This design comes from an exercise in tuning for small area and a short achievable clock period on the open sky130 flow, not from production work. RTL that was checked went through simulation tests only; none was proved equivalent to the original. Only the layout flow was run in run 2; the RTL was not checked for function there. No activity file was given, so power comes from the tool's default toggle rates.

## flow/design.v (module list and top-level ports; edited modules follow where they fit)
// module alu: 840 lines
// module decode: 419 lines
// module instruction_fetch: 20 lines
// module opAddress: 218 lines
// module opReceive: 17 lines
// module pc_module: 28 lines
// module ram: 13 lines
// module ramController: 94 lines
// module writeBack: 21 lines
// module top: 109 lines
module top(rst,clk,acc,rom_addr,rom_data,ram_we,ram_waddr,ram_wdata);
  // ...
==> flow/run.sh <==
#!/bin/bash
# synth_recipe.tcl (not shown) runs the flow's synth.tcl, then flattens the netlist and writes it again
# the make line also repeats each setting of config.mk as NAME=value (left out here)
make -C /OpenROAD-flow-scripts/flow DESIGN_CONFIG=/design/flow/config.mk WORK_HOME=/design/flow/orfs CLKGATE_MAP_FILE= SYNTH_SCRIPT=/design/flow/synth_recipe.tcl finish
==> flow/config.mk <==
export PLATFORM = sky130hd
export DESIGN_NAME = top
export DESIGN_NICKNAME = top
export VERILOG_FILES = /design/flow/design.v
export SDC_FILE = /design/flow/constraint.sdc
export NUM_CORES = 4
export LEC_CHECK = 0
export CAP_MARGIN = 20
export CORE_MARGIN = 2
export CORE_UTILIZATION = 45
export PLACE_DENSITY = 0.6
export SLEW_MARGIN = 20
==> flow/constraint.sdc <==
create_clock -name core_clock -period 20.0 [get_ports {clk}]
set_input_delay 4.0000 -clock core_clock [delete_from_list [all_inputs] [get_ports {clk}]]
set_output_delay 4.0000 -clock core_clock [all_outputs]
set_load 0.01 [all_outputs]
==> results.json, run 1 <==
{
  "dominant_cells": "flip-flops and latches",
  "final_hold_viol_count": 0,
  "preCtsSetupSlack_ns": 4.74,
  "dieArea_sq_mm": 0.290,
  "crit_end": "rom_addr[14]",
  "cpPeakStageDelay_ns": 0.66,
  "largest-register": "ramCtrl.ram.ram",
  "syn_to_final_growth_pct": 10.3,
  "largest_reg_flops": 2048,
  "min_from": "dest2[8]",
  "rsz0062_at_grt": "false",
  "worstSkewPairLatency_ns": 1.02,
  "synth_compound_area_share_pct": 15.0,
  "synth_area_per_cell_sq_um": 10.3,
  "crit_path_top_delay_cell": "a311oi_1",
  "start_util_pct": 45.1,
  "r2r_slack_ns": 4.63,
  "synth_fa_ha_area_share_pct": 7.62,
  "synthCells": 12500,
  "multi_input_gates": 8994,
  "stdcell_count": 16300,
  "yosysTopAreaCellShare_pct": 48.0,
  "grt-busiest-layer": "met2",
  "status": "finished clean",
  "antenna_found_initial": 26,
  "cts.path.max_buffers": 4,
  "ys_warn_count": 10,
  "critPathBufInv": 8
}
==> module opReceive, before the edit <==
module opReceive(clk,rst,iram_data,eram_data,operand,source2,nop);
input clk,rst;
input [7:0] iram_data;
input [7:0] eram_data;
output reg [7:0] operand;
input [17:0] source2;
input nop;
always@(posedge clk)
  if (rst)
    operand <= 8'b0;
	else if 		(source2[17] && !source2[16] && !source2[15])
		operand <= iram_data;
	else if (source2[17] && !source2[16] && source2[15])
		operand <= source2[7:0];
	else if (source2[17] && source2[16] && source2[15])
    operand <= 8'b0;
endmodule
==> run 2, diff against run 1 <==
==> flow/design.v (replaced) <==
`timescale 1ns / 1ps
module alu(
     input clk,
     input reset,
     input [5:0] opcode_in,
     input [7:0] src_data_in,
	 input [17:0] src_info_in,
	 input [16:0] des_info_in,
	 input nop_alu_in,
	 output reg branch_valid_out,
	 output reg branch_out,
	 output nop_alu_out,
	 output reg [7:0] des_data_out,
	 output reg [7:0] A,
	 output reg [7:0] B,
	 output reg [7:0] PSW,
	 output [15:0] SP,
	 output [15:0] DPTR
    );
	wire [17:0] src = src_info_in;
	wire [16:0] des = des_info_in;
	wire [7:0] opnd = src_data_in;
	reg [7:0] SPH, DPL, DPH;
	assign SP = {SPH, 8'b0};
	assign DPTR = {DPH, DPL};
	wire c_in  = PSW[7];
	wire ac_in = PSW[6];
	assign nop_alu_out = (des[16:15] == 2'b11);
	wire s_sfr = src[17] & src[16];
	wire s_imm = src[17] & src[15];
	reg [7:0] sfrv;
	always @(*) begin
		case (src[12:8])
			5'b10000: sfrv = A;
			5'b01000: sfrv = B;
			5'b11000: sfrv = PSW;
			5'b00010: sfrv = DPL;
			5'b00011: sfrv = DPH;
			5'b00111: sfrv = SPH;
			default:  sfrv = 8'b0;
		endcase
	end
	wire [7:0] sv = s_sfr ? sfrv : s_imm ? src[7:0] : opnd;
	wire ts_a  = (src[12:11] == 2'b10);
	wire ts_b  = (src[12:11] == 2'b01);
	wire ts_p  = (src[12:11] == 2'b11);
	wire ts_lo = (src[12:11] == 2'b00);
	wire ts_dl = ts_lo & (src[10:8] == 3'b010);
	wire ts_dh = ts_lo & (src[10:8] == 3'b011);
	wire ts_sh = ts_lo & (src[10:8] == 3'b111);
	wire ts_pc = ts_lo & ((src[10:8] == 3'b100) | (src[10:8] == 3'b101) | (src[10:8] == 3'b110));
	wire [7:0] tsv = ts_a ? A : ts_b ? B : ts_p ? PSW : ts_dl ? DPL : ts_dh ? DPH : ts_sh ? SPH : ts_pc ? 8'b0 : A;
	wire d_sfr = des[16] & des[15];
	wire td_a  = (des[4:3] == 2'b10) | des[8];
	wire td_b  = ~td_a & (des[4:3] == 2'b01);
	wire td_p  = ~td_a & (des[4:3] == 2'b11);
	wire td_lo = ~td_a & (des[4:3] == 2'b00);
	wire td_dl = td_lo & (des[2:0] == 3'b010);
	wire td_dh = td_lo & (des[2:0] == 3'b011);
	wire td_sh = td_lo & (des[2:0] == 3'b111);
	wire [7:0] tdv = td_a ? A : td_b ? B : td_p ? PSW : td_dl ? DPL : td_dh ? DPH : td_sh ? SPH : 8'b0;
	wire d_is_c = (des[16:15] == 2'b11) && (des[4:3] == 2'b11) && (des[7:5] == 3'b111);
	wire v = ~nop_alu_in;
	wire [2:0] u = opcode_in[5:3];
	wire [2:0] o = opcode_in[2:0];
	wire u_ar = v & (u == 3'b000);
	wire u_tr = v & (u == 3'b001);
	wire u_lg = v & (u == 3'b010);
	wire u_bo = v & (u == 3'b011);
	wire op_addsub = u_ar & (o == 3'd0 || o == 3'd1 || o == 3'd2);
	wire op_incdec = u_ar & (o == 3'd3 || o == 3'd4);
	wire op_mul    = u_ar & (o == 3'd5);
	wire op_div    = u_ar & (o == 3'd6);
	wire op_da     = u_ar & (o == 3'd7);
	wire op_mov    = u_tr & (o == 3'd0);
	wire op_rr     = u_tr & (o == 3'd1);
	wire op_rl     = u_tr & (o == 3'd2);
	wire op_xch    = u_tr & (o == 3'd3);
	wire op_rrc    = u_tr & (o == 3'd5);
	wire op_rlc    = u_tr & (o == 3'd6);
	wire op_swapn  = u_tr & (o == 3'd7);
	wire op_lga    = u_lg & (o == 3'd0 || o == 3'd1 || o == 3'd2);
	wire op_lgd    = u_lg & (o == 3'd4 || o == 3'd5 || o == 3'd6);
	wire op_clra   = u_lg & (o == 3'd3);
	wire op_cpla   = u_lg & (o == 3'd7);
	wire op_bmod   = u_bo & (o == 3'd0 || o == 3'd1 || o == 3'd2);
	wire op_cbit   = u_bo & (o == 3'd3 || o == 3'd4 || o == 3'd5 || o == 3'd6);
	wire op_movb   = u_bo & (o == 3'd7);
	wire sub = (o == 3'd2);
	wire cin = (o == 3'd0) ? sub : (sub ? ~c_in : c_in);
	wire [7:0] sv_x = sub ? ~sv : sv;
	wire [4:0] lo_sum = {1'b0, A[3:0]} + {1'b0, sv_x[3:0]} + {4'b0, cin};
	wire [4:0] hi_sum = {1'b0, A[7:4]} + {1'b0, sv_x[7:4]} + {4'b0, lo_sum[4]};
	wire [7:0] as_res = {hi_sum[3:0], lo_sum[3:0]};
	wire as_c  = hi_sum[4] ^ sub;
	wire as_ac = lo_sum[4] ^ sub;
	wire [7:0] id_in  = s_sfr ? tsv : opnd;
	wire [7:0] id_res = (o == 3'd3) ? id_in + 8'd1 : id_in - 8'd1;
	wire [15:0] mul_res = A * B;
	wire [7:0] div_q, div_r;
	wire [9:0] div_b1 = {2'b0, B};
	wire [9:0] div_b2 = {1'b0, B, 1'b0};
	wire [9:0] div_b3 = div_b1 + div_b2;
	wire [1:0] div_p3 = A[7:6];
	wire [10:0] div_e3_1 = {9'b0, div_p3} - {1'b0, div_b1};
	wire [10:0] div_e3_2 = {9'b0, div_p3} - {1'b0, div_b2};
	wire [10:0] div_e3_3 = {9'b0, div_p3} - {1'b0, div_b3};
	wire [1:0] div_q3 = ~div_e3_3[10] ? 2'd3 : ~div_e3_2[10] ? 2'd2 : ~div_e3_1[10] ? 2'd1 : 2'd0;
	wire [1:0] div_r3 = ~div_e3_3[10] ? div_e3_3[1:0] : ~div_e3_2[10] ? div_e3_2[1:0] : ~div_e3_1[10] ? div_e3_1[1:0] : div_p3;
	wire [3:0] div_p2 = {div_r3, A[5:4]};
	wire [10:0] div_e2_1 = {7'b0, div_p2} - {1'b0, div_b1};
	wire [10:0] div_e2_2 = {7'b0, div_p2} - {1'b0, div_b2};
	wire [10:0] div_e2_3 = {7'b0, div_p2} - {1'b0, div_b3};
	wire [1:0] div_q2 = ~div_e2_3[10] ? 2'd3 : ~div_e2_2[10] ? 2'd2 : ~div_e2_1[10] ? 2'd1 : 2'd0;
	wire [3:0] div_r2 = ~div_e2_3[10] ? div_e2_3[3:0] : ~div_e2_2[10] ? div_e2_2[3:0] : ~div_e2_1[10] ? div_e2_1[3:0] : div_p2;
	wire [5:0] div_p1 = {div_r2, A[3:2]};
	wire [10:0] div_e1_1 = {5'b0, div_p1} - {1'b0, div_b1};
	wire [10:0] div_e1_2 = {5'b0, div_p1} - {1'b0, div_b2};
	wire [10:0] div_e1_3 = {5'b0, div_p1} - {1'b0, div_b3};
	wire [1:0] div_q1 = ~div_e1_3[10] ? 2'd3 : ~div_e1_2[10] ? 2'd2 : ~div_e1_1[10] ? 2'd1 : 2'd0;
	wire [5:0] div_r1 = ~div_e1_3[10] ? div_e1_3[5:0] : ~div_e1_2[10] ? div_e1_2[5:0] : ~div_e1_1[10] ? div_e1_1[5:0] : div_p1;
	wire [7:0] div_p0 = {div_r1, A[1:0]};
	wire [10:0] div_e0_1 = {3'b0, div_p0} - {1'b0, div_b1};
	wire [10:0] div_e0_2 = {3'b0, div_p0} - {1'b0, div_b2};
	wire [10:0] div_e0_3 = {3'b0, div_p0} - {1'b0, div_b3};
	wire [1:0] div_q0 = ~div_e0_3[10] ? 2'd3 : ~div_e0_2[10] ? 2'd2 : ~div_e0_1[10] ? 2'd1 : 2'd0;
	assign div_r = ~div_e0_3[10] ? div_e0_3[7:0] : ~div_e0_2[10] ? div_e0_2[7:0] : ~div_e0_1[10] ? div_e0_1[7:0] : div_p0;
	assign div_q = {div_q3, div_q2, div_q1, div_q0};
	wire b_nz = |B;
	wire [7:0] da_res;
	assign da_res[3:0] = (A[3] & (A[2] | A[1]) & ac_in) ? (A[3:0] + 4'b0110) : A[3:0];
	assign da_res[7:4] = (A[7] & (A[6] | A[5]) & c_in) ? (A[7:4] + 4'b0110) : A[7:4];
	wire da_c = A[7] | (A[6] & (A[2] | A[3] | A[4]));
	function [7:0] lop;
		input [1:0] f;
		input [7:0] x, y;
		lop = (f == 2'b00) ? (x & y) : (f == 2'b01) ? (x | y) : (x ^ y);
	endfunction
	wire [7:0] lx = (src[17] & src[15]) ? src[7:0] : A;
	function [7:0] bmod;
		input [1:0] f;
		input [7:0] x;
		input [2:0] i;
		reg [7:0] m;
		begin
			m = 8'b1 << i;
			bmod = (f == 2'b00) ? (x & ~m) : (f == 2'b01) ? (x | m) : (x ^ m);
		end
	endfunction
	wire bitv = s_sfr ? sfrv[src[2:0]] : opnd[src[10:8]];
	wire [2:0] td_bit = td_dh ? 3'd3 : td_sh ? 3'd7 : des[7:5];
	wire we_s = s_sfr & (op_incdec | op_xch | op_bmod);
	wire [7:0] ws = op_incdec ? id_res : op_xch ? A : bmod(o[1:0], tsv, src[2:0]);
	wire we_d = d_sfr & (op_mov | op_lgd | (op_movb & ~d_is_c));
	reg [7:0] wd;
	always @(*) begin
		wd = tdv;
		if (op_mov) wd = sv;
		else if (op_lgd) wd = lop(o[1:0], tdv, lx);
		else wd[td_bit] = c_in;
	end
	reg [7:0] A_C, B_C, PSW_C, DPL_C, DPH_C, SPH_C, dd_C;
	always @(*) begin
		A_C = A;
		if (op_addsub)                 A_C = as_res;
		if (op_mul)                    A_C = mul_res[7:0];
		if (op_div & b_nz)             A_C = div_q;
		if (op_da)                     A_C = da_res;
		if (op_rr)                     A_C = {A[0], A[7:1]};
		if (op_rl)                     A_C = {A[6:0], A[7]};
		if (op_rrc)                    A_C = {c_in, A[7:1]};
		if (op_rlc)                    A_C = {A[6:0], c_in};
		if (op_swapn)                  A_C = {A[3:0], A[7:4]};
		if (op_xch)                    A_C = s_sfr ? tsv : opnd;
		if (op_lga)                    A_C = lop(o[1:0], A, sv);
		if (op_clra)                   A_C = 8'b0;
		if (op_cpla)                   A_C = ~A;
		if (we_s & ts_a & ~op_xch)     A_C = ws;
		if (we_d & td_a)               A_C = wd;
		B_C = B;
		if (op_mul)                    B_C = mul_res[15:8];
		if (op_div & b_nz)             B_C = div_r;
		if (we_s & ts_b)               B_C = ws;
		if (we_d & td_b)               B_C = wd;
		PSW_C = PSW;
		if (op_addsub)                 PSW_C = {as_c, as_ac, PSW[5:3], as_c ^ as_res[7], PSW[1:0]};
		if (op_mul)                    PSW_C = {1'b0, PSW[6:3], b_nz, PSW[1:0]};
		if (op_div)                    PSW_C = {1'b0, PSW[6:3], ~(&B), PSW[1:0]};
		if (op_da)                     PSW_C = {da_c, PSW[6:0]};
		if (op_rrc)                    PSW_C = {A[0], PSW[6:0]};
		if (op_rlc)                    PSW_C = {A[7], PSW[6:0]};
		if (we_s & ts_p & ~op_incdec)  PSW_C = ws;
		if (op_incdec)                 PSW_C = {1'b0, PSW[6:0]};
		if (we_d & td_p)               PSW_C = wd;
		if (op_cbit)                   PSW_C = {(o == 3'd3) ? (c_in & bitv) : (o == 3'd4) ? (c_in & ~bitv) :
		                                        (o == 3'd5) ? (c_in | bitv) : (c_in | ~bitv), PSW[6:0]};
		if (op_movb & d_is_c)          PSW_C = {(src[17:16] == 2'b11) ? sfrv[src[2:0]] : opnd[src[2:0]], PSW[6:0]};
		DPL_C = DPL;
		if (we_s & ts_dl)              DPL_C = ws;
		if (we_d & td_dl)              DPL_C = wd;
		DPH_C = DPH;
		if (we_s & ts_dh)              DPH_C = ws;
		if (we_d & td_dh)              DPH_C = wd;
		SPH_C = SPH;
		if (we_s & ts_sh)              SPH_C = ws;
		if (we_d & td_sh)              SPH_C = wd;
		dd_C = des_data_out;
		if (op_incdec & ~s_sfr)        dd_C = id_res;
		if (op_mov & ~d_sfr)           dd_C = sv;
		if (op_xch & ~s_sfr)           dd_C = A;
		if (op_lgd & ~d_sfr)           dd_C = lop(o[1:0], opnd, lx);
		if (op_bmod & ~s_sfr)          dd_C = bmod(o[1:0], opnd, src[10:8]);
		if (op_movb & ~d_is_c & ~d_sfr) begin dd_C = opnd; dd_C[src[2:0]] = c_in; end
	end
	reg [7:0] dd_branch;
	reg c_branch;
	wire [7:0] bval = (src[17:16] == 2'b11) ? sfrv : opnd;
	wire [7:0] dj = bval - 8'b1;
	wire [7:0] jbc_clr = s_sfr ? (sfrv & ~(8'b1 << src[2:0])) : (opnd & ~(8'b1 << src[10:8]));
	wire [7:0] cj_x = (opcode_in == 6'b110001 || opcode_in == 6'b110010) ? opnd : A;
	wire [7:0] cj_y = (opcode_in == 6'b110001 || opcode_in == 6'b110010) ? des[7:0] :
	                  (opcode_in == 6'b110000) ? src[7:0] : bval;
	wire cj_ne = (cj_x != cj_y);
	wire cj_lt = (cj_x < cj_y);
	always @(*) begin
		branch_valid_out = 1'b0;
		branch_out = 1'b0;
		dd_branch = 8'b0;
		c_branch = PSW[7];
		if (v) begin
			c_branch = 1'b0;
			case (opcode_in)
				6'b101001:  begin branch_valid_out = 1'b1; branch_out = ~(|A); end
				6'b101010: begin branch_valid_out = 1'b1; branch_out = |A; end
				6'b101011:  begin branch_valid_out = 1'b1; branch_out = c_in; end
				6'b101100: begin branch_valid_out = 1'b1; branch_out = ~c_in; end
				6'b101101:  begin branch_valid_out = 1'b1; branch_out = bitv; end
				6'b101110: begin branch_valid_out = 1'b1; branch_out = ~bitv; end
				6'b101111: begin branch_valid_out = 1'b1; branch_out = bitv; dd_branch = bitv ? jbc_clr : 8'b0; end
				6'b100111, 6'b110000, 6'b110001, 6'b110010:
				          begin branch_valid_out = 1'b1; branch_out = cj_ne; c_branch = cj_ne & cj_lt; end
				6'b101000: begin branch_valid_out = 1'b1; branch_out = |dj; dd_branch = dj; end
				default: ;
			endcase
		end
	end
	wire is_cjne = (opcode_in == 6'b100111) || (opcode_in == 6'b110000) ||
	               (opcode_in == 6'b110001) || (opcode_in == 6'b110010);
	always@(posedge clk)
		if (reset) begin
			des_data_out <= 8'b0;
			A <= 8'b0;
			B <= 8'b0;
			PSW <= 8'b0;
			DPL <= 8'b0;
			DPH <= 8'b0;
			SPH <= 8'b0;
		end
		else begin
			des_data_out <= (opcode_in == 6'b101111 || opcode_in == 6'b101000) ? dd_branch : dd_C;
			A <= A_C;
			B <= B_C;
			PSW <= is_cjne ? {c_branch, PSW_C[6:0]} : PSW_C;
			DPL <= DPL_C;
			DPH <= DPH_C;
			SPH <= SPH_C;
		end
endmodule
module decode(ins0,ins1,ins2,source0,dest0,alu,op_length);
input [7:0] ins0,ins1,ins2;
output reg [17:0] source0;
output reg [16:0] dest0;
output reg [5:0] alu;
output reg [1:0] op_length;
always@(*)
begin
        casex (ins0)
          8'bxxx1_0001  : op_length = 2'h2;
          8'bxxx0_0001   : op_length = 2'h2;
          8'b1011_1xxx : op_length = 2'h3;
          8'b1101_1xxx : op_length = 2'h2;
          8'b1010_1xxx : op_length = 2'h2;
          8'b0111_1xxx : op_length = 2'h2;
          8'b1000_1xxx : op_length = 2'h2;
          8'b1011_011x : op_length = 2'h3;
          8'b1000_011x : op_length = 2'h2;
          8'b1010_011x : op_length = 2'h2;
          8'b0111_011x : op_length = 2'h2;
          8'b0010_0101  : op_length = 2'h2;
          8'b0010_0100  : op_length = 2'h2;
          8'b0011_0101 : op_length = 2'h2;
          8'b0011_0100 : op_length = 2'h2;
          8'b0101_0101  : op_length = 2'h2;
          8'b0101_0100  : op_length = 2'h2;
          8'b0101_0010 : op_length = 2'h2;
          8'b0101_0011 : op_length = 2'h3;
          8'b1000_0010  : op_length = 2'h2;
          8'b1011_0000 : op_length = 2'h2;
          8'b1011_0101 : op_length = 2'h3;
          8'b1011_0100 : op_length = 2'h3;
          8'b1100_0010  : op_length = 2'h2;
          8'b1011_0010  : op_length = 2'h2;
          8'b0001_0101  : op_length = 2'h2;
          8'b1101_0101 : op_length = 2'h3;
          8'b0000_0101  : op_length = 2'h2;
          8'b0010_0000     : op_length = 2'h3;
          8'b0001_0000    : op_length = 2'h3;
          8'b0100_0000     : op_length = 2'h2;
          8'b0011_0000    : op_length = 2'h3;
          8'b0101_0000    : op_length = 2'h2;
          8'b0111_0000    : op_length = 2'h2;
          8'b0110_0000     : op_length = 2'h2;
          8'b0001_0010  : op_length = 2'h3;
          8'b0000_0010   : op_length = 2'h3;
          8'b1110_0101  : op_length = 2'h2;
          8'b0111_0100  : op_length = 2'h2;
          8'b1111_0101 : op_length = 2'h2;
          8'b1000_0101 : op_length = 2'h3;
          8'b0111_0101 : op_length = 2'h3;
          8'b1010_0010 : op_length = 2'h2;
          8'b1001_0010 : op_length = 2'h2;
          8'b1001_0000 : op_length = 2'h3;
          8'b0100_0101  : op_length = 2'h2;
          8'b0100_0100  : op_length = 2'h2;
          8'b0100_0010 : op_length = 2'h2;
          8'b0100_0011 : op_length = 2'h3;
          8'b0111_0010  : op_length = 2'h2;
          8'b1010_0000 : op_length = 2'h2;
          8'b1101_0000    : op_length = 2'h2;
          8'b1100_0000   : op_length = 2'h2;
          8'b1101_0010 : op_length = 2'h2;
          8'b1000_0000   : op_length = 2'h2;
          8'b1001_0101 : op_length = 2'h2;
          8'b1001_0100 : op_length = 2'h2;
          8'b1100_0101  : op_length = 2'h2;
          8'b0110_0101  : op_length = 2'h2;
          8'b0110_0100  : op_length = 2'h2;
          8'b0110_0010 : op_length = 2'h2;
          8'b0110_0011 : op_length = 2'h3;
          default : op_length = 2'h1;
        endcase
end
always@(*) begin
casex(ins0)
	8'b0010_0100	  : alu = 6'b0;
	8'b0010_0101	  : alu = 6'b0;
	8'b0010_011x	  : alu = 6'b0;
	8'b0010_1xxx	  : alu = 6'b0;
	8'b0011_0100	  : alu = 6'b1;
	8'b0011_0101	  : alu = 6'b1;
	8'b0011_011x	  : alu = 6'b1;
	8'b0011_1xxx	  : alu = 6'b1;
	8'b1001_0100	  : alu = 6'b10;
	8'b1001_0101	  : alu = 6'b10;
	8'b1001_011x	  : alu = 6'b10;
	8'b1001_1xxx	  : alu = 6'b10;
	8'b0000_0100	  : alu = 6'b11;
	8'b0000_0101	  : alu = 6'b11;
	8'b0000_1xxx	  : alu = 6'b11;
	8'b0000_011x	  : alu = 6'b11;
	8'b0001_0100	  : alu = 6'b100;
	8'b0001_0101	  : alu = 6'b100;
	8'b0001_1xxx	  : alu = 6'b100;
	8'b0001_011x	  : alu = 6'b100;
	8'b1010_0100 	  : alu = 6'b101;
	8'b1000_0100	  : alu = 6'b110;
	8'b1101_0100 	  : alu = 6'b111;
	8'b0101_0100	  : alu = 6'b10000;
	8'b0101_0101	  : alu = 6'b10000;
	8'b0101_011x	  : alu = 6'b10000;
	8'b0101_1xxx	  : alu = 6'b10000;
	8'b0101_0100	  : alu = 6'b10100;
	8'b0101_0010	  : alu = 6'b10100;
	8'b0100_0100	  : alu = 6'b10001;
	8'b0100_0101	  : alu = 6'b10001;
	8'b0100_011x	  : alu = 6'b10001;
	8'b0100_1xxx	  : alu = 6'b10001;
	8'b0100_0100	  : alu = 6'b10101;
	8'b0100_0010	  : alu = 6'b10101;
	8'b0110_0100	  : alu = 6'b10010;
	8'b0110_0101	  : alu = 6'b10010;
	8'b0110_011x	  : alu = 6'b10010;
	8'b0110_1xxx	  : alu = 6'b10010;
	8'b0110_0010	  : alu = 6'b10110;
	8'b1110_0100	  : alu = 6'b10011;
	8'b1111_0100 	  : alu = 6'b10111;
	8'b0000_0011 	  : alu = 6'b01001;
	8'b0010_0011 	  : alu = 6'b01010;
	8'b0001_0011 	  : alu = 6'b01101;
	8'b0011_0011 	  : alu = 6'b01110;
	8'b1110_1xxx	  : alu = 6'b01000;
	8'b1110_0101	  : alu = 6'b01000;
	8'b1110_011x	  : alu = 6'b01000;
	8'b0111_0100	  : alu = 6'b01000;
	8'b1111_1xxx	  : alu = 6'b01000;
	8'b1010_1xxx	  : alu = 6'b01000;
	8'b0111_1xxx	  : alu = 6'b01000;
	8'b1111_0101	  : alu = 6'b01000;
	8'b1000_1xxx	  : alu = 6'b01000;
	8'b1000_0101	  : alu = 6'b01000;
	8'b1000_011x	  : alu = 6'b01000;
	8'b0111_0101	  : alu = 6'b01000;
	8'b1111_011x	  : alu = 6'b01000;
	8'b1010_011x	  : alu = 6'b01000;
	8'b0111_011x	  : alu = 6'b01000;
	8'b1110_011x	  : alu = 6'b01000;
	8'b1111_011x	  : alu = 6'b01000;
	8'b1100_1xxx	  : alu = 6'b01011;
	8'b1100_0101	  : alu = 6'b01011;
	8'b1100_011x	  : alu = 6'b01011;
	8'b1100_0101	  : alu = 6'b01011;
  	8'b1100_0100     : alu = 6'b01111;
  	8'b1100_0010    : alu = 6'b11000;
  	8'b1100_0011    : alu = 6'b11000;
  	8'b1101_0011   : alu = 6'b11001; 
  	8'b1101_0010   : alu = 6'b11001; 
  	8'b1011_0010    : alu = 6'b11010; 
  	8'b1011_0011    : alu = 6'b11010; 
  	8'b1000_0010    : alu = 6'b11011;
  	8'b1011_0000   : alu = 6'b11100;
  	8'b0111_0010    : alu = 6'b11101;
  	8'b1010_0000   : alu = 6'b11110;
  	8'b1010_0010   : alu = 6'b11111;
  	8'b1001_0010   : alu = 6'b11111;
  	8'bxxx1_0001    : alu = 6'b100000;
  	8'b0001_0010    : alu = 6'b100001;
  	8'b0010_0010      : alu = 6'b100010;
  	8'bxxx0_0001     : alu = 6'b100011;
  	8'b0000_0010     : alu = 6'b100100;
  	8'b1000_0000     : alu = 6'b100101;
  	8'b0111_0011    : alu = 6'b100110;
  	8'b1011_0100   : alu = 6'b110000;
  	8'b1011_1xxx   : alu = 6'b110001;
  	8'b1011_011x   : alu = 6'b110010;
  	8'b1011_0101   : alu = 6'b100111;
  	8'b1101_1xxx   : alu = 6'b101000;
  	8'b1101_0101   : alu = 6'b101000;
  	8'b0110_0000       : alu = 6'b101001;
  	8'b0111_0000      : alu = 6'b101010;
  	8'b0100_0000       : alu = 6'b101011;
  	8'b0101_0000      : alu = 6'b101100;
  	8'b0010_0000       : alu = 6'b101101;
  	8'b0011_0000      : alu = 6'b101110;
  	8'b0001_0000      : alu = 6'b101111;
  	default   : alu = 6'b111111;
endcase
end
always@(*) begin
casex(ins0)
  	8'b1011_011x   	: dest0 = {9'b0,ins1};
  	8'b1011_0100   	: dest0 = {9'b0,ins1};
	8'b1101_0101		: dest0 = {3'b101,6'b0,ins1};
	8'b1101_1xxx		: dest0 = {3'b101,2'b10,9'b0,ins0[2:0]};
	8'b0000_0011			: dest0 = {2'b11,7'b1,8'b0};
	8'b0001_0011		: dest0 = {2'b11,7'b1,8'b0};
	8'b0010_0011			: dest0 = {2'b11,7'b1,8'b0};
	8'b0011_0011		: dest0 = {2'b11,7'b1,8'b0};
	8'b1100_0100		: dest0 = {2'b11,7'b1,8'b0};	
	8'b1101_0100			: dest0 = {2'b11,7'b1,8'b0};
	8'b1110_0100		: dest0 = {2'b11,7'b1,8'b0};	
	8'b1111_0100		: dest0 = {2'b11,7'b1,8'b0};	
	8'b0000_0100		: dest0 = {2'b11,7'b1,8'b0};	
	8'b0001_0100		: dest0 = {2'b11,7'b1,8'b0};	
	8'b0010_0100		: dest0 = {2'b11,7'b1,8'b0};	
	8'b0011_0100		: dest0 = {2'b11,7'b1,8'b0};	
	8'b0100_0100		: dest0 = {2'b11,7'b1,8'b0};	
	8'b0101_0100		: dest0 = {2'b11,7'b1,8'b0};	
	8'b0110_0100		: dest0 = {2'b11,7'b1,8'b0};	
	8'b0111_0100		: dest0 = {2'b11,7'b1,8'b0};	
	8'b1001_0100		: dest0 = {2'b11,7'b1,8'b0};	
	8'b0010_0101		: dest0 = {2'b11,7'b1,8'b0};	
	8'b0011_0101		: dest0 = {2'b11,7'b1,8'b0};	
	8'b0100_0101		: dest0 = {2'b11,7'b1,8'b0};	
	8'b0101_0101		: dest0 = {2'b11,7'b1,8'b0};	
	8'b0110_0101		: dest0 = {2'b11,7'b1,8'b0};	
	8'b1001_0101		: dest0 = {2'b11,7'b1,8'b0};	
	8'b1110_0101		: dest0 = {2'b11,7'b1,8'b0};	
	8'b0010_011x		: dest0 = {2'b11,7'b1,8'b0};	
	8'b0011_011x		: dest0 = {2'b11,7'b1,8'b0};	
	8'b0100_011x		: dest0 = {2'b11,7'b1,8'b0};	
	8'b0101_011x		: dest0 = {2'b11,7'b1,8'b0};	
	8'b0110_011x		: dest0 = {2'b11,7'b1,8'b0};	
	8'b1001_011x		: dest0 = {2'b11,7'b1,8'b0};	
	8'b1110_011x		: dest0 = {2'b11,7'b1,8'b0};	
	8'b0010_1xxx		: dest0 = {2'b11,7'b1,8'b0};	
	8'b0011_1xxx		: dest0 = {2'b11,7'b1,8'b0};	
	8'b0100_1xxx		: dest0 = {2'b11,7'b1,8'b0};	
	8'b0101_1xxx		: dest0 = {2'b11,7'b1,8'b0};	
	8'b0110_1xxx		: dest0 = {2'b11,7'b1,8'b0};	
	8'b1001_1xxx		: dest0 = {2'b11,7'b1,8'b0};	
	8'b1110_1xxx		: dest0 = {2'b11,7'b1,8'b0};	
	8'b0000_0101		: dest0 = {3'b101,6'b0,ins1};
	8'b0001_0101		: dest0 = {3'b101,6'b0,ins1};
	8'b0111_0101		: dest0 = {3'b101,6'b0,ins1};
	8'b1000_0101		: dest0 = {3'b101,6'b0,ins1};
	8'b1111_0101		: dest0 = {3'b101,6'b0,ins1};
	8'b1000_011x		: dest0 = {3'b101,6'b0,ins1};
	8'b1000_1xxx		: dest0 = {3'b101,6'b0,ins1};
	8'b0111_011x		: dest0 = {3'b101,2'b01,11'b0,ins0[0]};
	8'b1111_011x		: dest0 = {3'b101,2'b01,11'b0,ins0[0]};
	8'b1010_011x		: dest0 = {3'b101,2'b01,11'b0,ins0[0]};
	8'b1100_0101		: dest0 = {3'b101,6'b1,ins1};
	8'b1000_0100		: dest0 = {2'b11,7'b1,3'b0,2'b1,3'b0};
	8'b1010_0100		: dest0 = {2'b11,7'b1,3'b0,2'b1,3'b0};
	8'b1100_011x		: dest0 = {3'b101,2'b01,4'b1,7'b0,ins0[0]};
	8'b1101_011x		: dest0 = {3'b101,2'b01,4'b1,7'b0,ins0[0]};
	8'b0000_1xxx		: dest0 = {3'b101,2'b10,9'b0,ins0[2:0]};
	8'b0001_1xxx		: dest0 = {3'b101,2'b10,9'b0,ins0[2:0]};
	8'b0111_1xxx		: dest0 = {3'b101,2'b10,9'b0,ins0[2:0]};
	8'b1010_1xxx		: dest0 = {3'b101,2'b10,9'b0,ins0[2:0]};
	8'b1111_1xxx		: dest0 = {3'b101,2'b10,9'b0,ins0[2:0]};
	8'b1100_1xxx		: dest0 = {3'b101,2'b10,4'b1,5'b0,ins0[2:0]};
	8'b0111_0010		: dest0 = {3'b110,6'b0,3'd7,2'b11,3'b0};
	8'b1000_0010		: dest0 = {3'b110,6'b0,3'd7,2'b11,3'b0};
	8'b1010_0010		: dest0 = {3'b110,6'b0,3'd7,2'b11,3'b0};
	8'b1010_0000		: dest0 = {3'b110,6'b0,3'd7,2'b11,3'b0};
	8'b1011_0000		: dest0 = {3'b110,6'b0,3'd7,2'b11,3'b0};
	8'b1011_0011		: dest0 = {3'b110,6'b0,3'd7,2'b11,3'b0};
	8'b1100_0011		: dest0 = {3'b110,6'b0,3'd7,2'b11,3'b0};
	8'b1101_0011		: dest0 = {3'b110,6'b0,3'd7,2'b11,3'b0};
	8'b1011_0010		: dest0 = {3'b101,2'b11,4'b0,ins1};
	8'b1100_0010		: dest0 = {3'b101,2'b11,4'b0,ins1};
	8'b1101_0010		: dest0 = {3'b101,2'b11,4'b0,ins1};
	8'b1001_0010		: dest0 = {3'b101,2'b11,4'b0,ins1};
	8'b0000_011x		: dest0 = {3'b100,2'b01,11'b0,ins0[0]};		
	8'b0001_011x		: dest0 = {3'b100,2'b01,11'b0,ins0[0]};		
	8'b0100_0010		: dest0 = {3'b101,6'b0,ins1};
	8'b0101_0010		: dest0 = {3'b101,6'b0,ins1};
	8'b0110_0010		: dest0 = {3'b101,6'b0,ins1};
	default		: dest0 = 17'b0;
endcase
casex(ins0)
	8'b1011_0100		: source0 = {3'b101,7'b0,ins1};			
	8'b1011_0101		: source0 = {3'b100,7'b0,ins1};			
	8'b1011_011x		: source0 = {3'b100,2'b01,12'b0,ins0[0]};		
	8'b1011_1xxx		: source0 = {3'b100,2'b10,10'b0,ins0[2:0]};		
	8'b1101_0101		: source0 = {3'b100,7'b0,ins1};			
	8'b1101_1xxx		: source0 = {3'b100,2'b10,10'b0,ins0[2:0]};		
	8'b1100_0100   	: source0 = {3'b101,15'b0};
	8'b1101_0100     	: source0 = {3'b101,15'b0};
	8'b1110_0100  	: source0 = {3'b101,15'b0};
	8'b1111_0100  	: source0 = {3'b101,15'b0};
	8'b0000_0011     	: source0 = {3'b101,15'b0};
	8'b0001_0011    	: source0 = {3'b101,15'b0};
	8'b0010_0011     	: source0 = {3'b101,15'b0};
	8'b0011_0011    	: source0 = {3'b101,15'b0};
	8'b0000_0100  	: source0 = {3'b110,2'b0,2'b10,11'b0};
	8'b0001_0100  	: source0 = {3'b110,2'b0,2'b10,11'b0};
	8'b1000_0100    	: source0 = {3'b110,2'b0,2'b10,11'b0};
	8'b1010_0100    	: source0 = {3'b110,2'b0,2'b10,11'b0};
	8'b1111_0101 	: source0 = {3'b110,2'b0,2'b10,11'b0};
	8'b1111_011x 	: source0 = {3'b110,2'b0,2'b10,11'b0};
	8'b1111_1xxx 	: source0 = {3'b110,2'b0,2'b10,11'b0};
	8'b0010_0100		: source0 = {3'b101,7'b0,ins1};			
	8'b0011_0100		: source0 = {3'b101,7'b0,ins1};		
	8'b0100_0100		: source0 = {3'b101,7'b0,ins1};		
	8'b0101_0100		: source0 = {3'b101,7'b0,ins1};		
	8'b0110_0100		: source0 = {3'b101,7'b0,ins1};		
	8'b0111_0100		: source0 = {3'b101,7'b0,ins1};		
	8'b1001_0100		: source0 = {3'b101,7'b0,ins1};		
	8'b0111_0101		: source0 = {3'b101,7'b0,ins2};	
	8'b0111_011x		: source0 = {3'b101,7'b0,ins1};	
	8'b0111_1xxx		: source0 = {3'b101,7'b0,ins1};	
	8'b0000_0101		: source0 = {3'b100,7'b0,ins1};		
	8'b0001_0101		: source0 = {3'b100,7'b0,ins1};		
	8'b0010_0101		: source0 = {3'b100,7'b0,ins1};			
	8'b0011_0101		: source0 = {3'b100,7'b0,ins1};		
	8'b0100_0101		: source0 = {3'b100,7'b0,ins1};			
	8'b0101_0101		: source0 = {3'b100,7'b0,ins1};			
	8'b0110_0101		: source0 = {3'b100,7'b0,ins1};			
	8'b1001_0101		: source0 = {3'b100,7'b0,ins1};		
	8'b1110_0101		: source0 = {3'b100,7'b0,ins1};			
	8'b1100_0101		: source0 = {3'b100,7'b0,ins1};		
	8'b1000_0101		: source0 = {3'b100,7'b0,ins1};		
	8'b1010_011x		: source0 = {3'b100,7'b0,ins1};		
	8'b1010_1xxx		: source0 = {3'b100,7'b0,ins1};	
	8'b0100_0010		: source0 = {3'b100,7'b0,ins1};
	8'b0101_0010		: source0 = {3'b100,7'b0,ins1};
	8'b0110_0010		: source0 = {3'b100,7'b0,ins1};
	8'b0000_011x		: source0 = {3'b100,2'b01,12'b0,ins0[0]};		
	8'b0001_011x		: source0 = {3'b100,2'b01,12'b0,ins0[0]};		
	8'b0010_011x		: source0 = {3'b100,2'b01,12'b0,ins0[0]};			
	8'b0011_011x		: source0 = {3'b100,2'b01,12'b0,ins0[0]};			
	8'b0100_011x		: source0 = {3'b100,2'b01,12'b0,ins0[0]};			
	8'b0101_011x		: source0 = {3'b100,2'b01,12'b0,ins0[0]};			
	8'b0110_011x		: source0 = {3'b100,2'b01,12'b0,ins0[0]};			
	8'b1001_011x		: source0 = {3'b100,2'b01,12'b0,ins0[0]};			
	8'b1110_011x		: source0 = {3'b100,2'b01,12'b0,ins0[0]};			
	8'b1000_011x		: source0 = {3'b100,2'b01,12'b0,ins0[0]};		
	8'b1100_011x		: source0 = {3'b100,2'b01,12'b0,ins0[0]};		
	8'b1101_011x		: source0 = {3'b100,2'b01,12'b0,ins0[0]};		
	8'b0000_1xxx		: source0 = {3'b100,2'b10,10'b0,ins0[2:0]};		
	8'b0001_1xxx		: source0 = {3'b100,2'b10,10'b0,ins0[2:0]};		
	8'b0010_1xxx		: source0 = {3'b100,2'b10,10'b0,ins0[2:0]};			
	8'b0011_1xxx		: source0 = {3'b100,2'b10,10'b0,ins0[2:0]};			
	8'b0100_1xxx		: source0 = {3'b100,2'b10,10'b0,ins0[2:0]};			
	8'b0101_1xxx		: source0 = {3'b100,2'b10,10'b0,ins0[2:0]};			
	8'b0110_1xxx		: source0 = {3'b100,2'b10,10'b0,ins0[2:0]};			
	8'b1001_1xxx		: source0 = {3'b100,2'b10,10'b0,ins0[2:0]};			
	8'b1110_1xxx		: source0 = {3'b100,2'b10,10'b0,ins0[2:0]};			
	8'b1000_1xxx		: source0 = {3'b100,2'b10,10'b0,ins0[2:0]};		
	8'b1100_1xxx		: source0 = {3'b100,2'b10,10'b0,ins0[2:0]};		
	8'b0111_0010		: source0 = {3'b100,2'b11,2'b0,ins1[2:0],ins1};		
	8'b1000_0010		: source0 = {3'b100,2'b11,2'b0,ins1[2:0],ins1};		
	8'b1010_0010		: source0 = {3'b100,2'b11,2'b0,ins1[2:0],ins1};		
	8'b1010_0000		: source0 = {3'b100,2'b11,2'b0,ins1[2:0],ins1};		
	8'b1011_0000		: source0 = {3'b100,2'b11,2'b0,ins1[2:0],ins1};		
	8'b1011_0010		: source0 = {3'b100,2'b11,2'b0,ins1[2:0],ins1};		
	8'b1100_0010		: source0 = {3'b100,2'b11,2'b0,ins1[2:0],ins1};		
	8'b1101_0010		: source0 = {3'b100,2'b11,2'b0,ins1[2:0],ins1};		
	8'b0010_0000			: source0 = {3'b100,2'b11,2'b0,ins1[2:0],ins1};		
	8'b0011_0000		: source0 = {3'b100,2'b11,2'b0,ins1[2:0],ins1};		
	8'b0001_0000		: source0 = {3'b100,2'b11,2'b0,ins1[2:0],ins1};		
	8'b1011_0011	  	: source0 = {3'b110,2'b0,2'b11,3'b0,8'd7};			
	8'b1100_0011    	: source0 = {3'b110,2'b0,2'b11,3'b0,8'd7};						
	8'b1101_0011   	: source0 = {3'b110,2'b0,2'b11,3'b0,8'd7};			
	8'b1001_0010   	: source0 = {3'b110,2'b0,2'b11,3'b0,8'd7};					  
	default 	: source0 = 18'b0;
endcase
end
endmodule
module opAddress(clk,rst,source0,dest0,source1,dest1,dest2,dest3,dest4,R0,R1,R0_valid,R1_valid,R_invalid,addr8,addr16,rom_read,i_ram_read,e_ram_read,bank,nop_dec,nop2,nop3,nop4,hazard);
input clk,rst;
input [17:0] source0;
input [16:0] dest0,dest2,dest3,dest4;
output reg [17:0] source1;
output reg [16:0] dest1;
output [7:0] addr8;
output [15:0] addr16;
output reg rom_read;
output reg i_ram_read;
output reg e_ram_read;
input [1:0] bank;
input [7:0] R1,R0;
input R0_valid, R1_valid, R_invalid;
input nop_dec;
input nop2, nop3, nop4;
reg [7:0] add_src, add_dst;
output hazard;
assign hazard = stall_s || stall_d;
reg stall_s, stall_d;
always@(*) begin
  if (source0[17] && !source0[16] && !source0[15]) begin
    case (source0[14:13])
      2'b00   : add_src = source0[7:0];
      2'b01   : add_src = source0[0] ? R1 : R0;
      2'b10   : add_src = {3'b0,bank,source0[2:0]};
      2'b11   : add_src = source0[7] ? {source0[7:3],3'b0} : {2'b0,1'b1,source0[7:3]};
      default : add_src = 8'b0;
    endcase
    if( source0[14:13] != 2'b11 ) 
      case (add_src)
        8'h82 : source1 = {5'b11100,2'b0,3'd2,add_src};   
        8'h83 : source1 = {5'b11100,2'b0,3'd3,add_src};   
        8'h81 : source1 = {5'b11100,2'b0,3'd7,add_src};   
        8'hF0 : source1 = {5'b11100,2'd1,3'b0,add_src};  
        8'hE0 : source1 = {5'b11100,2'd2,3'b0,add_src};  
        8'hD0 : source1 = {5'b11100,2'd3,3'b0,add_src};  
        default : source1 = {10'b1000000000,add_src};
      endcase
    else
      case (add_src)
        8'h82 : source1 = {5'b11100,2'b0,3'd2,source0[7:0]};   
        8'h83 : source1 = {5'b11100,2'b0,3'd3,source0[7:0]};   
        8'h81 : source1 = {5'b11100,2'b0,3'd7,source0[7:0]};   
        8'hF0 : source1 = {5'b11100,2'd1,3'b0,source0[7:0]};  
        8'hE0 : source1 = {5'b11100,2'd2,3'b0,source0[7:0]};  
        8'hD0 : source1 = {5'b11100,2'd3,3'b0,source0[7:0]};  
        default : source1 = {7'b1000000,source0[2:0],add_src};
      endcase
  end
  else begin
    source1 = source0;
    add_src = 8'b0;
  end
end
always@(*) begin
	if (source0[17] && !source0[16] && !source0[15]) begin
		case (source0[14:13])
			2'b00 	: 
          if (!nop2 && ((dest2[16] && !dest2[15] && dest2[14] && (source0[7:0] == dest2[7:0])) || 
              (dest2[16] && !dest2[15] && dest2[14] && (source0[7:0] == dest2[7:0])) ||
              (dest2[16] && !dest2[15] && dest2[14] && (source0[7:0] == dest2[7:0])))) begin
            stall_s = 1'b1; 
          end
          else if (!nop3 && ((dest3[16] && !dest3[15] && dest3[14] && (source0[7:0] == dest3[7:0])) || 
              (dest3[16] && !dest3[15] && dest3[14] && (source0[7:0] == dest3[7:0])) ||
              (dest3[16] && !dest3[15] && dest3[14] && (source0[7:0] == dest3[7:0])))) begin
            stall_s = 1'b1; 
          end
          else if (!nop4 && ((dest4[16] && !dest4[15] && dest4[14] && (source0[7:0] == dest4[7:0])) || 
              (dest4[16] && !dest4[15] && dest4[14] && (source0[7:0] == dest4[7:0])) ||
              (dest4[16] && !dest4[15] && dest4[14] && (source0[7:0] == dest4[7:0])))) begin
            stall_s = 1'b1;
          end
          else begin
            stall_s = 1'b0;            
          end
			2'b11 	: 
          if (source0[17] && !source0[16]) begin
            if (!nop2 && ((dest2[16] && !dest2[15] && dest2[14] && (add_src == dest2[7:0])) || 
                (dest2[16] && !dest2[15] && dest2[14] && (add_src == dest2[7:0])) ||
                (dest2[16] && !dest2[15] && dest2[14] && (add_src == dest2[7:0])))) begin
              stall_s = 1'b1; 
            end
            else if (!nop3 && ((dest3[16] && !dest3[15] && dest3[14] && (add_src == dest3[7:0])) || 
                (dest3[16] && !dest3[15] && dest3[14] && (add_src == dest3[7:0])) ||
                (dest3[16] && !dest3[15] && dest3[14] && (add_src == dest3[7:0])))) begin
              stall_s = 1'b1; 
            end
            else if (!nop4 && ((dest4[16] && !dest4[15] && dest4[14] && (source0[7:0] == dest4[7:0])) || 
                (dest4[16] && !dest4[15] && dest4[14] && (add_src == dest4[7:0])) ||
                (dest4[16] && !dest4[15] && dest4[14] && (add_src == dest4[7:0])))) begin
              stall_s = 1'b1;
            end
            else stall_s = 1'b0;
          end
          else stall_s = 1'b0;            
			2'b01 	: 
               if (!nop2 && ((dest2[16] && dest2[15] && dest2[4] && dest2[3]) || (dest2[16] && !dest2[15] && ((dest2[10] && !source0[0]) || (dest2[11] && source0[0]))))) stall_s = 1'b1;
          else if (!nop3 && ((dest3[16] && dest3[15] && dest3[4] && dest3[3]) || (dest3[16] && !dest3[15] && ((dest3[10] && !source0[0]) || (dest3[11] && source0[0]))))) stall_s = 1'b1;
          else if (!nop4 && ((dest4[16] && dest4[15] && dest4[4] && dest4[3]) || (dest4[16] && !dest4[15] && ((dest4[10] && !source0[0]) || (dest4[11] && source0[0]))))) stall_s = 1'b1;
          else if ((!source0[0] && (!R0_valid || R_invalid)) || (source0[0] && (!R1_valid || R_invalid))) stall_s = 1'b1;
          else if (!nop2 && dest2[16] && !dest2[15] && (source1[7:0] == dest2[7:0])) stall_s = 1'b1;
          else if (!nop3 && dest3[16] && !dest3[15] && (source1[7:0] == dest3[7:0])) stall_s = 1'b1;
          else if (!nop4 && dest4[16] && !dest4[15] && (source1[7:0] == dest4[7:0])) stall_s = 1'b1;
          else stall_s = 1'b0;            
      2'b10 	: 
          if((!nop2 && (dest2[16] && dest2[15] && dest2[4] && dest2[3])) ||
             (!nop3 && (dest3[16] && dest3[15] && dest3[4] && dest3[3])) ||
             (!nop4 && (dest4[16] && dest4[15] && dest4[4] && dest4[3])))
            stall_s = 1'b1; 
          else if (!nop2 && dest2[16] && !dest2[15] && (dest2[7:0] == add_src)) stall_s = 1'b1;
          else if (!nop3 && dest3[16] && !dest3[15] && (dest3[7:0] == add_src)) stall_s = 1'b1;
          else if (!nop4 && dest4[16] && !dest4[15] && (dest4[7:0] == add_src)) stall_s = 1'b1;
          else begin
            stall_s = 1'b0;            
          end
		endcase
	end
  else begin
    stall_s = 1'b0;
  end
end
always@(*) begin
  if (dest0[16] && !dest0[15]) begin
    case (dest0[13:12])
      2'b00   : add_dst = dest0[7:0];
      2'b01   : add_dst = dest0[0] ? R1 : R0;
      2'b10   : add_dst = {3'b0,bank,dest0[2:0]};
      2'b11   : add_dst = dest0[7] ? {dest0[7:3],3'b0} : {2'b0,1'b1,dest0[7:3]};
      default : add_dst = 8'b0;
    endcase
    case (add_dst)
      8'h82 : dest1 = {3'b110,4'b0,dest0[9:8],dest0[2:0],2'd0,3'd2};
      8'h83 : dest1 = {3'b110,4'b0,dest0[9:8],dest0[2:0],2'd0,3'd3};
      8'h81 : dest1 = {3'b110,4'b0,dest0[9:8],dest0[2:0],2'd0,3'd7};
      8'hF0 : dest1 = {3'b110,4'b0,dest0[9:8],dest0[2:0],2'd1,3'd0};
      8'hE0 : dest1 = {3'b110,4'b0,dest0[9:8],dest0[2:0],2'd2,3'd0};
      8'hD0 : dest1 = {3'b110,4'b0,dest0[9:8],dest0[2:0],2'd3,3'd0};
      default : begin
        if      (add_dst == {3'b0,bank,3'b0})  dest1 = {5'b10100,2'b01,dest0[9:8],add_dst}; 
        else if (add_dst == {3'b0,bank,3'b1})  dest1 = {5'b10100,2'b10,dest0[9:8],add_dst}; 
        else                                   dest1 = {5'b10100,2'b00,dest0[9:8],add_dst}; 
      end
    endcase
  end
  else begin
    dest1 = dest0;
    add_dst = 8'b0;
  end
end
always@(*) begin
	if (dest0[16] && !dest0[15] && dest0[14]) begin
		case (dest0[13:12])
			2'b01 	: 
          if (!nop2 && ((dest2[16] && !dest2[15] && dest2[10] && !dest0[0]) ||
              (dest2[16] && !dest2[15] && dest2[11] && dest0[0]) ||
              (dest2[16] && dest2[15] && dest2[4] && dest2[3]))) begin
            stall_d = 1'b1; 
          end
          else if (!nop3 && ((dest3[16] && !dest3[15] && dest3[10] && !dest0[0]) ||
              (dest3[16] && !dest3[15] && dest3[11] && dest0[0]) ||
              (dest3[16] && dest3[15] && dest3[4] && dest3[3]))) begin
            stall_d = 1'b1; 
          end
          else if (!nop4 && ((dest4[16] && !dest4[15] && dest4[10] && !dest0[0]) ||
              (dest4[16] && !dest4[15] && dest4[11] && dest0[0]) ||
              (dest4[16] && dest4[15] && dest4[4] && dest4[3]))) begin
            stall_d = 1'b1; 
          end
          else if (!nop2 && dest2[16] && !dest2[15] && ((dest2[10] && !dest0[0]) || (dest2[11] && dest0[0]))) stall_d = 1'b1;
          else if (!nop3 && dest3[16] && !dest3[15] && ((dest3[10] && !dest0[0]) || (dest3[11] && dest0[0]))) stall_d = 1'b1;
          else if (!nop4 && dest4[16] && !dest4[15] && ((dest4[10] && !dest0[0]) || (dest4[11] && dest0[0]))) stall_d = 1'b1;
          else if ((!dest0[0] && (!R0_valid || R_invalid)) || (dest0[0] && (!R1_valid || R_invalid))) stall_d = 1'b1;
          else if (!nop2 && dest2[16] && !dest2[15] && (dest1[7:0] == dest2[7:0])) stall_d = 1'b1;
          else if (!nop3 && dest3[16] && !dest3[15] && (dest1[7:0] == dest3[7:0])) stall_d = 1'b1;
          else if (!nop4 && dest4[16] && !dest4[15] && (dest1[7:0] == dest4[7:0])) stall_d = 1'b1;
          else stall_d = 1'b0;            
			2'b10 	: 
          if ((!nop2 && dest2[16] && dest2[15] && dest2[4] && dest2[3]) ||
              (!nop3 && dest3[16] && dest3[15] && dest3[4] && dest3[3]) ||
              (!nop4 && dest4[16] && dest4[15] && dest4[4] && dest4[3]))
            stall_d = 1'b1;
          else if (!nop2 && dest2[16] && !dest2[15] && (dest2[7:0] == add_dst)) stall_d = 1'b1;
          else if (!nop3 && dest3[16] && !dest3[15] && (dest3[7:0] == add_dst)) stall_d = 1'b1;
          else if (!nop4 && dest4[16] && !dest4[15] && (dest4[7:0] == add_dst)) stall_d = 1'b1;
          else begin
            stall_d = 1'b0;            
          end
			default : 
          begin stall_d = 1'b0; end
		endcase
	end
	else begin
    stall_d = 1'b0;
  end
end
assign addr16 = source1[15:0];
assign addr8 = (source1[14] && source1[13]) ? (source1[7] ? {source1[7:3],3'b0} : {2'b0,1'b1,source1[7:3]}) : source1[7:0];
always@(*) begin
rom_read = 1'b0;
i_ram_read = 1'b0;
e_ram_read = 1'b0;
if (rst || nop_dec) begin
  rom_read = 1'b0;
  i_ram_read = 1'b0;
  e_ram_read = 1'b0;
end
else if (!source1[17])  
  	if (!source1[16]) e_ram_read = 1'b1;
  	else rom_read = 1'b1;
else 
	if (!source1[15] && !source1[16]) i_ram_read = 1'b1;
end
endmodule
module opReceive(clk,rst,iram_data,operand,source2);
input clk,rst;
input [7:0] iram_data;
output reg [7:0] operand;
input [17:0] source2;
always@(posedge clk)
  if (rst)
    operand <= 8'b0;
  else if (source2[17] && !source2[16] && !source2[15])
    operand <= iram_data;
  else if (source2[17] && !source2[16] && source2[15])
    operand <= source2[7:0];
  else if (source2[17] && source2[16] && source2[15])
    operand <= 8'b0;
endmodule
module ram(clk,rst,read,r_addr,fetch,fbank,fsel,r_data,write,w_addr,w_data);
input clk, rst;
input read, fetch, write;
input [7:0] r_addr, w_addr, w_data;
input [1:0] fbank;
input fsel;
output reg [7:0] r_data;
function is_sfr;
  input [7:0] a;
  is_sfr = (a == 8'h81) || (a == 8'h82) || (a == 8'h83) || (a == 8'hD0) || (a == 8'hE0) || (a == 8'hF0);
endfunction
reg [7:0] mem [0:255];
wire [15:0] rh = 16'b1 << r_addr[7:4];
wire [15:0] rl = 16'b1 << r_addr[3:0];
wire [15:0] wh = 16'b1 << w_addr[7:4];
wire [15:0] wl = {16{write}} & (16'b1 << w_addr[3:0]);
reg [7:0] rd;
integer i;
always @(*) begin
  rd = 8'b0;
  for (i = 0; i < 256; i = i + 1)
    if (!is_sfr(i)) rd = rd | (mem[i] & {8{rh[i >> 4] & rl[i & 15]}});
end
wire [7:0] fd = mem[{3'b0, fbank, 2'b0, fsel}];
always@(posedge clk)
  if (rst) r_data <= 8'b0;
  else if (read) r_data <= rd;
  else if (fetch) r_data <= fd;
genvar g;
generate for (g = 0; g < 256; g = g + 1) begin : w
  if (!((g == 8'h81) || (g == 8'h82) || (g == 8'h83) || (g == 8'hD0) || (g == 8'hE0) || (g == 8'hF0))) begin : b
    always @(posedge clk) if (wh[g >> 4] & wl[g & 15]) mem[g] <= w_data;
  end
end endgenerate
endmodule
module ramController(clk,rst,addr8,read,r_data,w_addr,write,w_data,next_bank,R0,R1,R0_valid,R1_valid,R_invalid);
input clk,rst;
input [7:0] addr8;
input read,write;
input [7:0] w_addr;
input [7:0] w_data;
output [7:0] r_data;
input [1:0] next_bank;
output reg R0_valid, R1_valid;
output R_invalid;
output reg [7:0] R0;
output reg [7:0] R1;
reg [1:0] bank;
localparam INIT = 2'b00, FETCH_R0 = 2'b01, FETCH_R1 = 2'b10, VALID = 2'b11;
reg [1:0] state, next_state, prev_state;
wire fetch = (state == FETCH_R0) || (state == FETCH_R1);
ram ram(clk,rst,read,addr8,fetch,next_bank,state[1],r_data,write,w_addr,w_data);
always@(posedge clk)
	if (rst) state <= INIT;
  else state <= next_state;
always@(posedge clk)
  if (rst) prev_state <= INIT;
  else prev_state <= state;
always@(*) begin
  next_state = state;
	case(state)
    INIT:
      next_state = FETCH_R0;
    FETCH_R0:
      if(R0_valid && R1_valid)  next_state = VALID;
      else if (R0_valid)        next_state = FETCH_R1;
      else if(!read)            next_state = FETCH_R1;
    FETCH_R1:
      if(R0_valid && R1_valid)  next_state = VALID;
      else if (R1_valid)        next_state = FETCH_R0;
      else if(!read)            next_state = VALID;
    VALID:
      if(!R0_valid)             next_state = FETCH_R0;
      else if (!R1_valid)       next_state = FETCH_R1;
  endcase
end
assign R_invalid = (bank != next_bank);
wire w_r0 = write && (w_addr == {3'b0,next_bank,3'b0});
wire w_r1 = write && (w_addr == {3'b0,next_bank,3'b1});
wire got_r0 = (prev_state == FETCH_R0) && (state != FETCH_R0);
wire got_r1 = (prev_state == FETCH_R1) && (state != FETCH_R1);
always@(posedge clk)
  if (rst) R0_valid <= 1'b0;
  else if (w_r0) R0_valid <= 1'b1;
  else if (got_r0) R0_valid <= 1'b1;
  else if (R_invalid) R0_valid <= 1'b0;
always@(posedge clk)
  if (rst) R1_valid <= 1'b0;
  else if (w_r1) R1_valid <= 1'b1;
  else if (got_r1) R1_valid <= 1'b1;
  else if (R_invalid) R1_valid <= 1'b0;
always@(posedge clk)
  if (rst) R0 <= 8'b0;
  else if (got_r0) R0 <= r_data;
  else if (w_r0) R0 <= w_data;
always@(posedge clk)
  if (rst) R1 <= 8'b0;
  else if (got_r1) R1 <= r_data;
  else if (w_r1) R1 <= w_data;
always@(posedge clk)
	if (rst) bank <= 2'b0;
	else if (bank != next_bank) bank <= next_bank;
endmodule
module top(rst,clk,acc,rom_addr,rom_data,ram_we,ram_waddr,ram_wdata);
output [7:0] acc;
input rst,clk;
output [15:0] rom_addr;
input [23:0] rom_data;
output ram_we;
output [7:0] ram_waddr;
output [7:0] ram_wdata;
wire [7:0] ACC,B,PSW;
wire [15:0] SP;
wire [15:0] DPTR, PC_alu;
wire [7:0] R1,R0;
wire R0_valid, R1_valid, R_invalid;
wire [17:0] source0,source1;
reg [17:0] source2,source3,source4;
wire [16:0] dest0,dest1;
reg [16:0] dest2,dest3,dest4;
wire [5:0] ctrl1;
reg [5:0] ctrl2,ctrl3;
reg nop2, nop3, nop4;
wire [7:0] iram_read_data;
wire [7:0] operand, data;
wire [7:0] addr8;
wire [15:0] addr16;
wire rom_read, i_ram_read, e_ram_read;
wire [1:0] op_len;
wire [7:0] f0 = rst ? 8'h00 : rom_data[7:0];
wire [7:0] f1 = rst ? 8'h00 : rom_data[15:8];
wire [7:0] f2 = rst ? 8'h00 : rom_data[23:16];
wire [17:0] f_source0;
wire [16:0] f_dest0;
wire [5:0] f_ctrl1;
wire [1:0] f_op_len;
decode dec(f0,f1,f2,f_source0,f_dest0,f_ctrl1,f_op_len);
reg [7:0] ins1, ins2;
reg [17:0] source0_r;
reg [16:0] dest0_r;
reg [5:0] ctrl1_r;
reg [1:0] op_len_r;
reg nop_dec, is_short, is_condbr, is_rjmp, is_ljmp;
always@(posedge clk) begin
  ins1 <= f1; ins2 <= f2;
  source0_r <= f_source0; dest0_r <= f_dest0; ctrl1_r <= f_ctrl1; op_len_r <= f_op_len;
  nop_dec   <= (f0 == 8'h00) || (f0 == 8'b0000_0010);
  is_short  <= (f0 == 8'b0100_0000) || (f0 == 8'b0101_0000) || (f0 == 8'b0110_0000) || (f0 == 8'b0111_0000) || (f0[7:3] == 5'b11011);
  is_condbr <= (f0 == 8'b0001_0000) || (f0 == 8'b0010_0000) || (f0 == 8'b0011_0000) || (f0[7:3] == 5'b10111) ||
               (f0[7:1] == 7'b1011011) || (f0 == 8'b1011_0101) || (f0 == 8'b1011_0100) || (f0 == 8'b1101_0101) ||
               (f0[7:3] == 5'b11011) || (f0 == 8'b0100_0000) || (f0 == 8'b0101_0000) || (f0 == 8'b0110_0000) || (f0 == 8'b0111_0000);
  is_rjmp   <= (f0 == 8'b1000_0000) || (f0 == 8'b0111_0011);
  is_ljmp   <= (f0 == 8'b0000_0010);
end
assign source0 = source0_r;
assign dest0 = dest0_r;
assign ctrl1 = ctrl1_r;
assign op_len = op_len_r;
reg rst_seq;
always@(posedge clk) rst_seq <= rst;
wire bv_nr, bt_nr;
wire bv = bv_nr & ~rst;
wire bt = bt_nr & ~rst;
wire flush = bv & bt;
reg dwait;
wire hazard;
wire stall_dec    = dwait ? ~bv    : (~hazard & is_condbr);
wire stall_dec_nr = dwait ? ~bv_nr : (~hazard & is_condbr);
always@(posedge clk)
  if (rst) dwait <= 1'b0;
  else if (dwait) dwait <= ~bv;
  else dwait <= ~hazard & is_condbr;
reg stall_dec_delay;
always@(posedge clk) stall_dec_delay <= stall_dec;
wire stall_addr    = hazard & ~(stall_dec    | stall_dec_delay);
wire stall_addr_nr = hazard & ~(stall_dec_nr | stall_dec_delay);
wire stall    = stall_addr    | stall_dec;
wire stall_nr = stall_addr_nr | stall_dec_nr;
reg [15:0] PC;
wire [15:0] pc_t1 = PC + {{8{ins1[7]}}, ins1} + 16'd2;
wire [15:0] pc_t2 = PC + {{8{ins2[7]}}, ins2} + 16'd3;
wire [15:0] pc_t4 = PC + {14'b0, op_len};
wire pc_inc_nr = ~stall_nr & ~rst_seq;
wire taken_nr = bv_nr & bt_nr;
wire [15:0] pc_jmp = is_rjmp ? pc_t1 : is_ljmp ? {ins1, ins2} : pc_t4;
wire [15:0] pc_tkn = is_short ? pc_t1 : pc_t2;
wire pc_go = is_rjmp | is_ljmp | pc_inc_nr;
wire [15:0] pc_nr = taken_nr ? pc_tkn : pc_go ? pc_jmp : PC;
assign rom_addr = rst ? 16'h0000 : pc_nr;
always@(posedge clk) PC <= rom_addr;
wire nop_add = rst || flush || nop_dec;
opAddress opAdd(clk,rst,source0,dest0,source1,dest1,dest2,dest3,dest4,R0,R1,R0_valid,R1_valid,R_invalid,addr8,addr16,rom_read,i_ram_read,e_ram_read,PSW[4:3],nop_add,nop2,nop3,nop4,hazard);
wire nop_alu;
always@(posedge clk) begin
  if (rst || flush || nop_dec || stall_addr || stall_dec_delay) nop2 <= 1'b1;
  else nop2 <= 1'b0;
  if (rst || flush) nop3 <= 1'b1;
  else nop3 <= nop2;
  if (rst || nop_alu) nop4 <= 1'b1;
  else nop4 <= nop3;
  if (rst)              begin source2 <= 18'b0; dest2 <= 17'b0; end
  else if (!stall_addr) begin source2 <= source1; dest2 <= dest1; end
  if (rst) begin source3 <= 18'b0; dest3 <= 17'b0; end
  else     begin source3 <= source2; dest3 <= dest2; end
  if (rst) begin source4 <= 18'b0; dest4 <= 17'b0; end
  else     begin source4 <= source3; dest4 <= dest3; end
  if (!stall_addr) ctrl2 <= ctrl1;
  ctrl3 <= ctrl2;
end
opReceive opRec(clk,rst,iram_read_data,operand,source2);
alu alu(clk,rst,ctrl3,operand,source3,dest3,nop3,bv_nr,bt_nr,nop_alu,data,ACC,B,PSW,SP,DPTR);
assign acc = ACC;
wire wb_dst_ram = dest4[16] && !dest4[15] && dest4[14];
wire ram_write = !rst && !nop4 && wb_dst_ram;
wire [7:0] ram_write_addr = (!rst && wb_dst_ram) ? dest4[7:0] : 8'b0;
wire [7:0] ram_write_data = (source4[17] && !source4[16] && source4[15]) ? source4[7:0] : data;
assign ram_we = ram_write;
assign ram_waddr = ram_write_addr;
assign ram_wdata = ram_write_data;
ramController ramCtrl(clk,rst,addr8,i_ram_read,iram_read_data,ram_write_addr,ram_write,ram_write_data,PSW[4:3],R0,R1,R0_valid,R1_valid,R_invalid);
endmodule
==> run 2 against run 1 <==
  * The layout now fails its checks (capacitance limit, slew limit)
  * First-iteration DRC count up 41%
  * Sequential power down 3%
  * Clock skew down 0.071 ns
  * Design area down 13%
  * Maximum frequency up 40%
  * Sequential cell count down 37
  * Critical path type is now reg2reg
  * Highest routed layer unchanged
==> results.json, run 2 <==
{
  "detail-route-antenna-nets": 0,
  "finalMaxSlewViolations": 4,
  "grt-ovfl-total": 0,
  "crit_path_top_delay_cell": "o21ai_1",
  "maxCapViolations": 3,
  "failed_checks": "capacitance limit, slew limit",
  "largest_reg_flops": 2000,
  "synth_seq_cells": 2274,
  "dieArea_sq_mm": 0.242,
  "synth_area_per_cell_sq_um": 12.2,
  "viasPerCell": 7.75,
  "worstSkewPairLatency_ns": 1.02,
  "rsz0062_at_grt": "false",
  "synth-edff-count": 2006,
  "start_util_pct": 45.1,
  "core-area_sq_mm": 0.237,
  "swShare_pct": 29.4,
  "largest-register": "ramCtrl.ram.mem",
  "status": "complete, but fails checks",
  "ys_warn_count": 56,
  "power_frac_clock_pct": 38.6,
  "yosysTopAreaCellShare_pct": 56.2,
  "skew_ns": 0.135,
  "cts_resized": 0,
  "dp_hpwl_um": 442000,
  "yosysMostFrequentCell": "edfxtp_1",
  "io_buffers": 66,
  "async_flop_share_pct": 0,
  "cts.path.max_buffers": 3,
  "fmax_mhz": 87.0,
  "root_buffer": "clkbuf_16",
  "cp_max_fo": 12,
  "ys_types": 126,
  "antenna_found_initial": 92,
  "cpPeakStageDelay_ns": 0.70,
  "layout_common_cells": "2006 x edfxtp_1, 601 x nor2_1, 590 x nand2_1",
  "syn_area_sq_mm": 0.107,
  "synthCells": 8756,
  "setup_viol": 0,
  "p_switching_w": 0.00339,
  "setup_tns_ns": 0,
  "cts_buffers": 235,
  "syn_to_final_growth_pct": 15.2,
  "cp.arrival_ns": 12.29,
  "stdcell_count": 12500,
  "synth_common_cells": "2006 x edfxtp_1, 777 x nor2_1, 598 x nand2_1",
  "io_pins": 67,
  "min_period_over_period_pct": 57.4,
  "final_hold_viol_count": 0
}
[run 2: changes by cell type in the layout (fill, tap and decap cells not counted), moves of 233 or more]
cell and delta:
nor2_1 -233, a22oi_1 +316, nand2_1 -1692, nand3_1 -389
ha_1 -409, mux2i_1 -273, a21oi_1 -329
[run 2: critical path: cells and delay by family (launching register included)]
| kind | cells | cell delay (ns) |
|---|---|---|
| buffers and inverters | 4 | 0.51 |
| AND/OR/NAND/NOR | 7 | 1.63 |
| adder cells (fa/ha/maj) | 4 | 1.53 |
| multiplexers | 4 | 2.17 |
| AO/OA/AOI/OAI | 23 | 4.94 |
| flip-flops | 1 | 0.62 |
[run 2: cell families after synthesis]
family | after synthesis | synth area share, %
AO/OA/AOI/OAI | 2527 | 17.2
AND/OR/NAND/NOR | 2473 | 11.0
flip-flops | 2274 | 61.2
buffers and inverters | 787 | 2.88
adder cells (fa/ha/maj) | 350 | 4.48
XOR/XNOR | 191 | 1.56
multiplexers | 154 | 1.63
[run 2: layout make-up]
type,count,area (sq um)
Sequential cell,2274,65600
Inverter,224,901
Clock inverter,152,1470
Clock buffer,289,6140
Antenna cell,99,248
Timing Repair Buffer,631,5180
Multi-Input combinational cell,5695,39900
Fill cell,20600,114000
Tap cell,3167,3960
[run 2: per-stage QoR]
step	area [sq um]	hold WS [ns]	total power, W	util [%]	worst slack (ns)
after floorplan	107000	0.323	0.00634	-	10.12
after global placement	115000	0.331	0.00705	48.4	8.44
after detailed placement	115000	0.334	0.00705	48.5	8.60
after CTS	123000	0.345	0.0113	51.7	8.52
after global routing	123000	0.343	0.0117	51.9	7.39
final	123000	0.339	0.0115	52.0	8.51
[run 2: worst paths after layout]
| path | startpoint | to | slack, ns |
|---|---|---|---|
| worst max-delay path | alu.B[3] | alu.B[0] | 8.51 |
| worst min-delay path | ctrl2[3] | ctrl3[3] | 0.34 |
| worst max register to register | alu.B[3] | alu.B[0] | 8.51 |
| worst min register to register | ctrl2[3] | ctrl3[3] | 0.34 |
[run 2: power groups by stage]
stage,clock [W],sequential (W),combinational [W]
after detailed placement,0,0.00549,0.00156
after floorplan,0,0.00549,0.000847
final,0.00445,0.00539,0.00168
after global placement,0,0.00549,0.00155
after CTS,0.00439,0.00539,0.00157
after global routing,0.00457,0.00539,0.00170
[run 2: routing by layer]
| metal | up-vias | routed length [um] | global-route usage (%) | share of wire [%] |
|---|---|---|---|---|
| li1 | 35200 | - | - | - |
| met1 | 48100 | 214000 | 60.7 | 33 |
| met2 | 10800 | 256000 | 70.2 | 39 |
| met3 | 3043 | 109000 | 28.6 | 17 |
| met4 | 58 | 70800 | 43.3 | 11 |
| met5 | - | 1160 | 2.22 | 0.18 |

-- re-timing with driven ports --
The results above use ideal ports. As a check the final layouts listed here were re-extracted and re-timed, cells and wires unchanged. Step 1, drivers: a clkbuf_16 drives clk and a buf_2 each remaining input, both assumed. Step 2 moves the port delays by t, midway between the first and last clock arrival at a register: inputs arrive t later, outputs are due t later. That takes back most of the time a late clock gives input paths. Three values: no drivers, after step 1, after step 2; two values: the first two.
run	shift t [ns]	setup WS [ns]	latest minus earliest clock arrival (ns)
run 1	1.018	3.893 / 3.794 / 4.631	0.205 / 0.205
run 2	1.059	8.512 / 8.457 / 8.512	0.139 / 0.139
